From an optimization exercise on the open Yosys and OpenROAD flow, aimed at small area and a short achievable clock period; shortcuts taken in it are not production practice. Only simulation tests tie the RTL to the original design; equivalence was not proved.

==> flow/design.v (excerpt) <==
module mlt_cplx(in1, in2, op, clock);
input  [47:0] in1, in2;
input         clock;
output [47:0] op;
wire [6:0]  e_ar, e_ai, e_br, e_bi;
wire [16:0] f_ar, f_ai, f_br, f_bi;
wire [4:0]  t_ar, t_ai, t_br, t_bi;
wire [2:0]  c_ar, c_ai, c_br, c_bi;
fp_unpack u_ar (.x(in1[47:24]), .e(e_ar), .f(f_ar), .tz(t_ar), .c(c_ar));
fp_unpack u_ai (.x(in1[23:0]),  .e(e_ai), .f(f_ai), .tz(t_ai), .c(c_ai));
fp_unpack u_br (.x(in2[47:24]), .e(e_br), .f(f_br), .tz(t_br), .c(c_br));
fp_unpack u_bi (.x(in2[23:0]),  .e(e_bi), .f(f_bi), .tz(t_bi), .c(c_bi));
wire s_ar = in1[47], s_ai = in1[23], s_br = in2[47], s_bi = in2[23];
wire [23:0] rr, ii, ri, ir;
fp_mulr m1 (s_ar, e_ar, f_ar, t_ar, c_ar, s_br, e_br, f_br, t_br, c_br, rr);
fp_mulr m2 (s_ai, e_ai, f_ai, t_ai, c_ai, s_bi, e_bi, f_bi, t_bi, c_bi, ii);
fp_mulr m3 (s_ar, e_ar, f_ar, t_ar, c_ar, s_bi, e_bi, f_bi, t_bi, c_bi, ri);
fp_mulr m4 (s_ai, e_ai, f_ai, t_ai, c_ai, s_br, e_br, f_br, t_br, c_br, ir);
reg [23:0] p_rr, p_ii, p_ri, p_ir;
always @(posedge clock) begin
   p_rr <= rr;
   p_ii <= ii;
   p_ri <= ri;
   p_ir <= ir;
end
fp_add #(1) a_re (.a(p_rr), .b(p_ii), .z(op[47:24]));
fp_add #(0) a_im (.a(p_ri), .b(p_ir), .z(op[23:0]));
endmodule
Settings: LEC_CHECK=0, ABC_AREA=1, CAP_MARGIN=20, CORE_MARGIN=2, CORE_UTILIZATION=40, GPL_TIMING_DRIVEN=0, SLEW_MARGIN=20, SYNTH_HIERARCHICAL=1; clock period 35.0 ns.
standard.sh (not shown) runs the stock make flow with config.mk's settings and CLKGATE_MAP_FILE= SYNTH_SCRIPT=/design/flow/synth_recipe.tcl, a recipe that flattens the netlist after the stock synthesis.
==> flow/flow/run.sh <==
#!/bin/bash
# The standard layout, with the port buffers made of plain buffers and the
# timing repair aiming for extra setup slack.
export BUFFER_PORTS_ARGS="-buffer_cell sky130_fd_sc_hd__buf_4"
export SETUP_SLACK_MARGIN=16
bash standard.sh > standard.log 2>&1
Rerun with:
==> flow/flow/run.sh (replaced) <==
#!/bin/bash
# Layout flow for this design.
#  1. Synthesis: the standard flow's own synthesis script (ORFS synth.tcl, hierarchical
#     as set in config.mk), changed so that only the full adders of the
#     multiplier arrays (module fa_cell) are mapped to adder cells; the rest
#     of the logic, except the multiplier arrays (module mul18), is
#     flattened just before ABC, which maps it with flow/abc.script.
#     Yosys's early "abc -fast" pass is skipped so that the adders stay as
#     written.  Registers are untouched, so they keep
#     the names and cell types of the standard synthesis.
#  2. Floorplan to finish: the standard steps (standard.sh).
# Each tool's output goes to a log file of its own in this folder.
set -o pipefail
W=$(pwd)
S=$FLOW_HOME/scripts

# synthesis script
sed -e "s|^source \$::env(SCRIPTS_DIR)/synth_preamble.tcl\$|&\nset abc_args [list -script $W/flow/abc.script {*}\$lib_args {*}\$lib_dont_use_args -constr \$::env(OBJECTS_DIR)/abc.constr]|" \
    -e "s|^\(  *\)extract_fa {\*}\[dont_use_extract_fa_args\]\$|\1extract_fa {*}[dont_use_extract_fa_args] fa_cell|" \
    -e "s|^\(  *\)log_cmd abc {\*}\$abc_args\$|\1setattr -mod -unset keep_hierarchy\n\1setattr -mod -set keep_hierarchy 1 mul18 fp_unpack\n\1flatten\n\1hierarchy -top \$::env(DESIGN_NAME)\n\1opt_clean -purge\n&|" \
    $S/synth.tcl > my_synth.tcl
sed -e "s|yosys synth -nofsm -noshare|yosys synth -nofsm -noshare -noabc|" \
    -e "s|^source \$::env(SCRIPTS_DIR)/synth.tcl\$|source $W/my_synth.tcl|" \
    synth_recipe.tcl > my_synth_recipe.tcl
diff $S/synth.tcl my_synth.tcl > my_synth.diff
diff synth_recipe.tcl my_synth_recipe.tcl > my_synth_recipe.diff

# the standard make command, for the synthesis target with the script above
MK=$(grep '^make ' standard.sh | sed -e "s|SYNTH_SCRIPT=[^ ]*|SYNTH_SCRIPT=$W/my_synth_recipe.tcl|" -e 's|"\${@:-finish}"|synth|')
eval "$MK" > synth.log 2>&1 || exit 1

# floorplan to finish: port buffers of plain buffers, and the timing repair
# aiming for extra setup slack (the clock and constraints are unchanged)
export BUFFER_PORTS_ARGS="-buffer_cell sky130_fd_sc_hd__buf_4"
export SETUP_SLACK_MARGIN=$(cat flow/margin.txt)
bash standard.sh > standard.log 2>&1
==> flow/flow/abc.script (new file) <==
strash
dch
map -B 0.9
topo
stime -c
buffer -c
upsize -c
dnsize -c
==> flow/flow/margin.txt (new file) <==
17
- ABC_AREA: 1 -> default
- GPL_TIMING_DRIVEN: 0 -> default
After rerunning:
- non-clock buffer count drops by 171
- final area drops by 3.3%
- area after synthesis drops by 7.6%
- cell count drops by 3.4%
Rerun with:
==> flow/flow/run.sh (replaced) <==
#!/bin/bash
# The standard layout, with the port buffers made of plain buffers and the
# timing repair aiming for extra setup slack.
export BUFFER_PORTS_ARGS="-buffer_cell sky130_fd_sc_hd__buf_4"
export SETUP_SLACK_MARGIN=17
bash standard.sh > standard.log 2>&1
- ABC_AREA: default -> 1
- GPL_TIMING_DRIVEN: default -> 0
removed: flow/flow/abc.script
removed: flow/flow/margin.txt
Effect:
- final area climbs by 4.7%
- cell count grows by 3.8%
- non-clock buffer count came out higher by 215
- global-route usage increases by 1.2 points
- fmax stays flat
- routed wire length grows by 5.0%
Rerun with:
==> flow/flow/run.sh (replaced) <==
#!/bin/bash
# Layout flow for this design.
#  1. Synthesis: the standard flow's own synthesis script (ORFS synth.tcl, hierarchical
#     as set in config.mk), changed so that only the full adders of the
#     multiplier arrays (module fa_cell) are mapped to adder cells; the rest
#     of the logic, except the multiplier arrays (module mul18), is
#     flattened just before ABC, which maps it with flow/abc.script.
#     Yosys's early "abc -fast" pass is skipped so that the adders stay as
#     written.  Registers are untouched, so they keep
#     the names and cell types of the standard synthesis.
#  2. Floorplan to finish: the standard steps (standard.sh).
# Each tool's output goes to a log file of its own in this folder.
set -o pipefail
W=$(pwd)
S=$FLOW_HOME/scripts

# synthesis script
sed -e "s|^source \$::env(SCRIPTS_DIR)/synth_preamble.tcl\$|&\nset abc_args [list -script $W/flow/abc.script {*}\$lib_args {*}\$lib_dont_use_args -constr \$::env(OBJECTS_DIR)/abc.constr]|" \
    -e "s|^\(  *\)extract_fa {\*}\[dont_use_extract_fa_args\]\$|\1extract_fa {*}[dont_use_extract_fa_args] fa_cell|" \
    -e "s|^\(  *\)log_cmd abc {\*}\$abc_args\$|\1setattr -mod -unset keep_hierarchy\n\1setattr -mod -set keep_hierarchy 1 mul18\n\1flatten\n\1hierarchy -top \$::env(DESIGN_NAME)\n\1opt_clean -purge\n&|" \
    $S/synth.tcl > my_synth.tcl
sed -e "s|yosys synth -nofsm -noshare|yosys synth -nofsm -noshare -noabc|" \
    -e "s|^source \$::env(SCRIPTS_DIR)/synth.tcl\$|source $W/my_synth.tcl|" \
    synth_recipe.tcl > my_synth_recipe.tcl
diff $S/synth.tcl my_synth.tcl > my_synth.diff
diff synth_recipe.tcl my_synth_recipe.tcl > my_synth_recipe.diff

# the standard make command, for the synthesis target with the script above
MK=$(grep '^make ' standard.sh | sed -e "s|SYNTH_SCRIPT=[^ ]*|SYNTH_SCRIPT=$W/my_synth_recipe.tcl|" -e 's|"\${@:-finish}"|synth|')
eval "$MK" > synth.log 2>&1 || exit 1

# floorplan to finish: port buffers of plain buffers, and the timing repair
# aiming for extra setup slack (the clock and constraints are unchanged)
export BUFFER_PORTS_ARGS="-buffer_cell sky130_fd_sc_hd__buf_4"
export SETUP_SLACK_MARGIN=$(cat flow/margin.txt)
bash standard.sh > standard.log 2>&1
==> flow/flow/abc.script (new file) <==
strash
dch
amap
topo
stime -c
buffer -c
upsize -c
dnsize -c
==> flow/flow/margin.txt (new file) <==
17
- ABC_AREA: 1 -> default
- GPL_TIMING_DRIVEN: 0 -> default
- cell area came out higher by 1.7%
- routed wire length rose by 0.34%
- sequential share of layout area is about the same
- worst setup slack loses 2800 ps
- maximum frequency shrinks by 14%
Rerun with:
--- a/flow/flow/run.sh
+++ b/flow/flow/run.sh
@@ -5,6 +5,5 @@
 #     multiplier arrays (module fa_cell) are mapped to adder cells; the rest
-#     of the logic, except the multiplier arrays (module mul18), is
-#     flattened just before ABC, which maps it with flow/abc.script.
-#     Yosys's early "abc -fast" pass is skipped so that the adders stay as
-#     written.  Registers are untouched, so they keep
+#     of the logic is flattened just before ABC, which maps it in one piece
+#     with flow/abc.script.  Yosys's early "abc -fast" pass is skipped so
+#     that the adders stay as written.  Registers are untouched, so they keep
 #     the names and cell types of the standard synthesis.
@@ -19,3 +18,3 @@
     -e "s|^\(  *\)extract_fa {\*}\[dont_use_extract_fa_args\]\$|\1extract_fa {*}[dont_use_extract_fa_args] fa_cell|" \
-    -e "s|^\(  *\)log_cmd abc {\*}\$abc_args\$|\1setattr -mod -unset keep_hierarchy\n\1setattr -mod -set keep_hierarchy 1 mul18\n\1flatten\n\1hierarchy -top \$::env(DESIGN_NAME)\n\1opt_clean -purge\n&|" \
+    -e "s|^\(  *\)log_cmd abc {\*}\$abc_args\$|\1setattr -mod -unset keep_hierarchy\n\1flatten\n\1hierarchy -top \$::env(DESIGN_NAME)\n\1opt_clean -purge\n&|" \
     $S/synth.tcl > my_synth.tcl
==> flow/flow/abc.script (replaced) <==
strash
dch
map -D 7000
topo
stime -c
buffer -c
upsize -c
dnsize -c
The new run completed with no timing, DRC or antenna violations.
Synthesized area grows by a few percent.
Setup slack is better by 1400 ps.
Design area goes down by a little under a tenth.
Flip-flop and latch count is unchanged.
Count of clock-buffer cells in the layout drops by 2.
Sequential share of layout area increases by 0.18 points.
Wire length decreases by a little under a tenth.

========
JK:
Another version of the RTL of mlt_cplx (not shown whole).
Size: about 12000 cells after synthesis, roughly 96 flip-flops, roughly 150 I/O pins.
Design mlt_cplx, start of the top module:
module mlt_cplx(in1, in2, op, clock);
input  [47:0] in1, in2;
input         clock;
output [47:0] op;
wire [23:0] ar = in1[47:24], ai = in1[23:0];
wire [23:0] br = in2[47:24], bi = in2[23:0];
wire [4:0] lz_ar, lz_ai, lz_br, lz_bi, tz_ar, tz_ai, tz_br, tz_bi;
wire [2:0] c_ar, c_ai, c_br, c_bi;
fp_opinfo o_ar (.x(ar), .lz(lz_ar), .tz(tz_ar), .c(c_ar));
fp_opinfo o_ai (.x(ai), .lz(lz_ai), .tz(tz_ai), .c(c_ai));
fp_opinfo o_br (.x(br), .lz(lz_br), .tz(tz_br), .c(c_br));
fp_opinfo o_bi (.x(bi), .lz(lz_bi), .tz(tz_bi), .c(c_bi));
wire [23:0] rr, ii, ri, ir;
fp_mulr m1 (.a(ar), .la(lz_ar), .ta(tz_ar), .ca(c_ar), .b(br), .lb(lz_br), .tb(tz_br), .cb(c_br), .z(rr));
fp_mulr m2 (.a(ai), .la(lz_ai), .ta(tz_ai), .ca(c_ai), .b(bi), .lb(lz_bi), .tb(tz_bi), .cb(c_bi), .z(ii));
fp_mulr m3 (.a(ar), .la(lz_ar), .ta(tz_ar), .ca(c_ar), .b(bi), .lb(lz_bi), .tb(tz_bi), .cb(c_bi), .z(ri));
fp_mulr m4 (.a(ai), .la(lz_ai), .ta(tz_ai), .ca(c_ai), .b(br), .lb(lz_br), .tb(tz_br), .cb(c_br), .z(ir));
reg [23:0] p_rr, p_ii, p_ri, p_ir;
always @(posedge clock) begin
   p_rr <= rr;
   p_ii <= ii;
   p_ri <= ri;
   p_ir <= ir;
end
  ...
clock: 35.0 ns
lec_check: 0
cap_margin: 20
core_margin: 2
core_utilization: 55
slew_margin: 20
synth_hierarchical: 1
==> flow/flow/run.sh <==
#!/bin/bash
# Layout flow for this design.
#  1. Synthesis: the standard flow's own synthesis script (ORFS synth.tcl, hierarchical
#     as set in config.mk), changed so that only the full adders of the
#     multiplier arrays (module fa_cell) are mapped to adder cells; the rest
#     of the logic, except the multiplier arrays (module mul18), is
#     flattened just before ABC, which maps it with flow/abc.script.
#     Yosys's early "abc -fast" pass is skipped so that the adders stay as
#     written.  Registers are untouched, so they keep
#     the names and cell types of the standard synthesis.
#  2. Floorplan to finish: the standard steps (standard.sh).
# Each tool's output goes to a log file of its own in this folder.
set -o pipefail
W=$(pwd)
S=$FLOW_HOME/scripts

# synthesis script
sed -e "s|^source \$::env(SCRIPTS_DIR)/synth_preamble.tcl\$|&\nset abc_args [list -script $W/flow/abc.script {*}\$lib_args {*}\$lib_dont_use_args -constr \$::env(OBJECTS_DIR)/abc.constr]|" \
    -e "s|^\(  *\)extract_fa {\*}\[dont_use_extract_fa_args\]\$|\1extract_fa {*}[dont_use_extract_fa_args] fa_cell|" \
    -e "s|^\(  *\)log_cmd abc {\*}\$abc_args\$|\1setattr -mod -unset keep_hierarchy\n\1setattr -mod -set keep_hierarchy 1 mul18\n\1flatten\n\1hierarchy -top \$::env(DESIGN_NAME)\n\1opt_clean -purge\n&|" \
    $S/synth.tcl > my_synth.tcl
sed -e "s|yosys synth -nofsm -noshare|yosys synth -nofsm -noshare -noabc|" \
    -e "s|^source \$::env(SCRIPTS_DIR)/synth.tcl\$|source $W/my_synth.tcl|" \
    synth_recipe.tcl > my_synth_recipe.tcl
diff $S/synth.tcl my_synth.tcl > my_synth.diff
diff synth_recipe.tcl my_synth_recipe.tcl > my_synth_recipe.diff

# the standard make command, for the synthesis target with the script above
MK=$(grep '^make ' standard.sh | sed -e "s|SYNTH_SCRIPT=[^ ]*|SYNTH_SCRIPT=$W/my_synth_recipe.tcl|" -e 's|"\${@:-finish}"|synth|')
eval "$MK" > synth.log 2>&1 || exit 1

# floorplan to finish: port buffers of plain buffers, and the timing repair
# aiming for extra setup slack (the clock and constraints are unchanged)
export BUFFER_PORTS_ARGS="-buffer_cell sky130_fd_sc_hd__buf_4"
export SETUP_SLACK_MARGIN=$(cat flow/margin.txt)
bash standard.sh > standard.log 2>&1
==> flow/flow/abc.script <==
strash
dch
map -B 0.9
topo
stime -c
buffer -c
upsize -c
dnsize -c
==> flow/flow/margin.txt <==
19.5
--- input diff JK..MS ---
Settings: changing CORE_UTILIZATION from 55 to 40.
==> flow/flow/margin.txt <==
20.5
Notes after the runs:
| total of plain and repair buffers excluding clock buffers | MS vs JK | 430 higher |. Relative to JK, ratio of final minimum period to clock period decreased by 1.4 points in MS. From JK to MS the numbers moved as follows: arrival time of the worst setup path moved down; area added between synthesis and finish moved up; cell count after synthesis level. Cell count along the critical path (MS vs. JK) increases by a few percent. On MS: horizontal extent of the die is 62 µm higher than what JK gave. The pre-CTS setup slack of MS was inferior to that of JK. Summary: global-route wire length before repair, MS worse than JK. Between MS and JK, the clock network area share figures differ only marginally.
What AL does differently from MS at the input level:
diff --git a/flow/flow/run.sh b/flow/flow/run.sh
--- a/flow/flow/run.sh
+++ b/flow/flow/run.sh
@@ -34 +34 @@
-export BUFFER_PORTS_ARGS="-buffer_cell sky130_fd_sc_hd__buf_4"
+export BUFFER_PORTS_ARGS="-buffer_cell sky130_fd_sc_hd__buf_2"
==> flow/flow/margin.txt <==
19.5
Findings:
- AL has headroom to the max-slew limit above what MS had.
- When the final numbers for AL and MS were put side by side, the part of the cycle the worst path needs turned out to be greater in AL.
- On count of inverters not on the clock network in the layout: AL sits below MS.

========
RTL: one of the versions met above, not the one the previous note started from.
Size: roughly 11000 cells after synthesis, about 71000 um^2 of cells after synthesis.
Settings: LEC_CHECK=0, ABC_AREA=1, CAP_MARGIN=20, CORE_MARGIN=2, CORE_UTILIZATION=40, SLEW_MARGIN=20, SYNTH_HIERARCHICAL=1; clock period 35.0 ns.
run.sh (not shown) runs the stock make flow with config.mk's settings and CLKGATE_MAP_FILE= SYNTH_SCRIPT=/design/flow/synth_recipe.tcl, a recipe that flattens the netlist after the stock synthesis.
Stock flow here: none of the scripts above is used.
The baseline ran to the end with no violations.
Edit:
==> flow/flow/run.sh (new file) <==
#!/bin/bash
# The standard layout, with the port buffers made of plain buffers.
export BUFFER_PORTS_ARGS="-buffer_cell sky130_fd_sc_hd__buf_4"
bash standard.sh > standard.log 2>&1
==> flow/standard.sh (new file) <==
#!/bin/bash
# synth_recipe.tcl (not shown) runs the flow's synth.tcl, then flattens the netlist and writes it again
# the make line also repeats each setting of config.mk as NAME=value (left out here)
make -C /OpenROAD-flow-scripts/flow DESIGN_CONFIG=/design/flow/config.mk WORK_HOME=/design/flow/orfs CLKGATE_MAP_FILE= SYNTH_SCRIPT=/design/flow/synth_recipe.tcl "${@:-finish}"
--- a/flow/config.mk
+++ b/flow/config.mk
@@ -10,4 +10,5 @@
 export CORE_MARGIN = 2
 export CORE_UTILIZATION = 40
+export GPL_TIMING_DRIVEN = 0
 export SLEW_MARGIN = 20
 export SYNTH_HIERARCHICAL = 1
removed: flow/run.sh
Outcome:
- The changed run completed without violations
- worst setup slack gains 1.1 ns
- count of clock-buffer cells in the layout is unchanged
- area after synthesis stays the same
- cell area grows by about 2.2%
- utilization grows by 0.93 points
- flip-flop and latch count does not change
- global-route usage grows by 0.98 points
- synthesized cell count stays the same
- routed wire length grows by 4.7%

==> static timing again, ports no longer ideal <==
The flow's constraints put no driver on any port. The routed layouts listed below were extracted and timed again, unchanged, in two steps. Step 1 assumes that a clkbuf_16 drives the clock port and a buf_2 every other input. Step 2 also shifts input and output timing later by t, the mid clock arrival at the registers, as if the neighbouring blocks saw the same clock. a / b / c = ideal / step 1 / step 2; a / b = the first two.
run | t (ns) | setup WS [ns] | worst setup path at the end
the first run of note 1 | 0.417 | 16.690 / 16.728 / 16.310 | input to register
the second run of note 1 | 0.423 | 17.600 / 17.637 / 17.214 | input to register
the third run of note 1 | 0.417 | 17.638 / 17.562 / 17.145 | input to register
the fourth run of note 1 | 0.419 | 14.808 / 14.807 / 14.388 | input to register
the fifth run of note 1 | 0.418 | 16.170 / 16.128 / 15.710 | input to register
JK | 0.412 | 19.944 / 19.891 / 19.521 | input to register
MS | 0.429 | 20.426 / 20.362 / 20.076 | input to register
AL | 0.428 | 19.934 / 19.902 / 19.545 | input to register
the first run of note 3 | 0.412 | 15.205 / 15.155 / 15.567 | register to output
the second run of note 3 | 0.416 | 16.281 / 16.221 / 16.302 | input to register
After both steps every run listed still meets setup and hold. The setup slack of the third run of note 1, which loses most, moves by -0.076 ns with the drivers and by -0.493 ns with both steps.
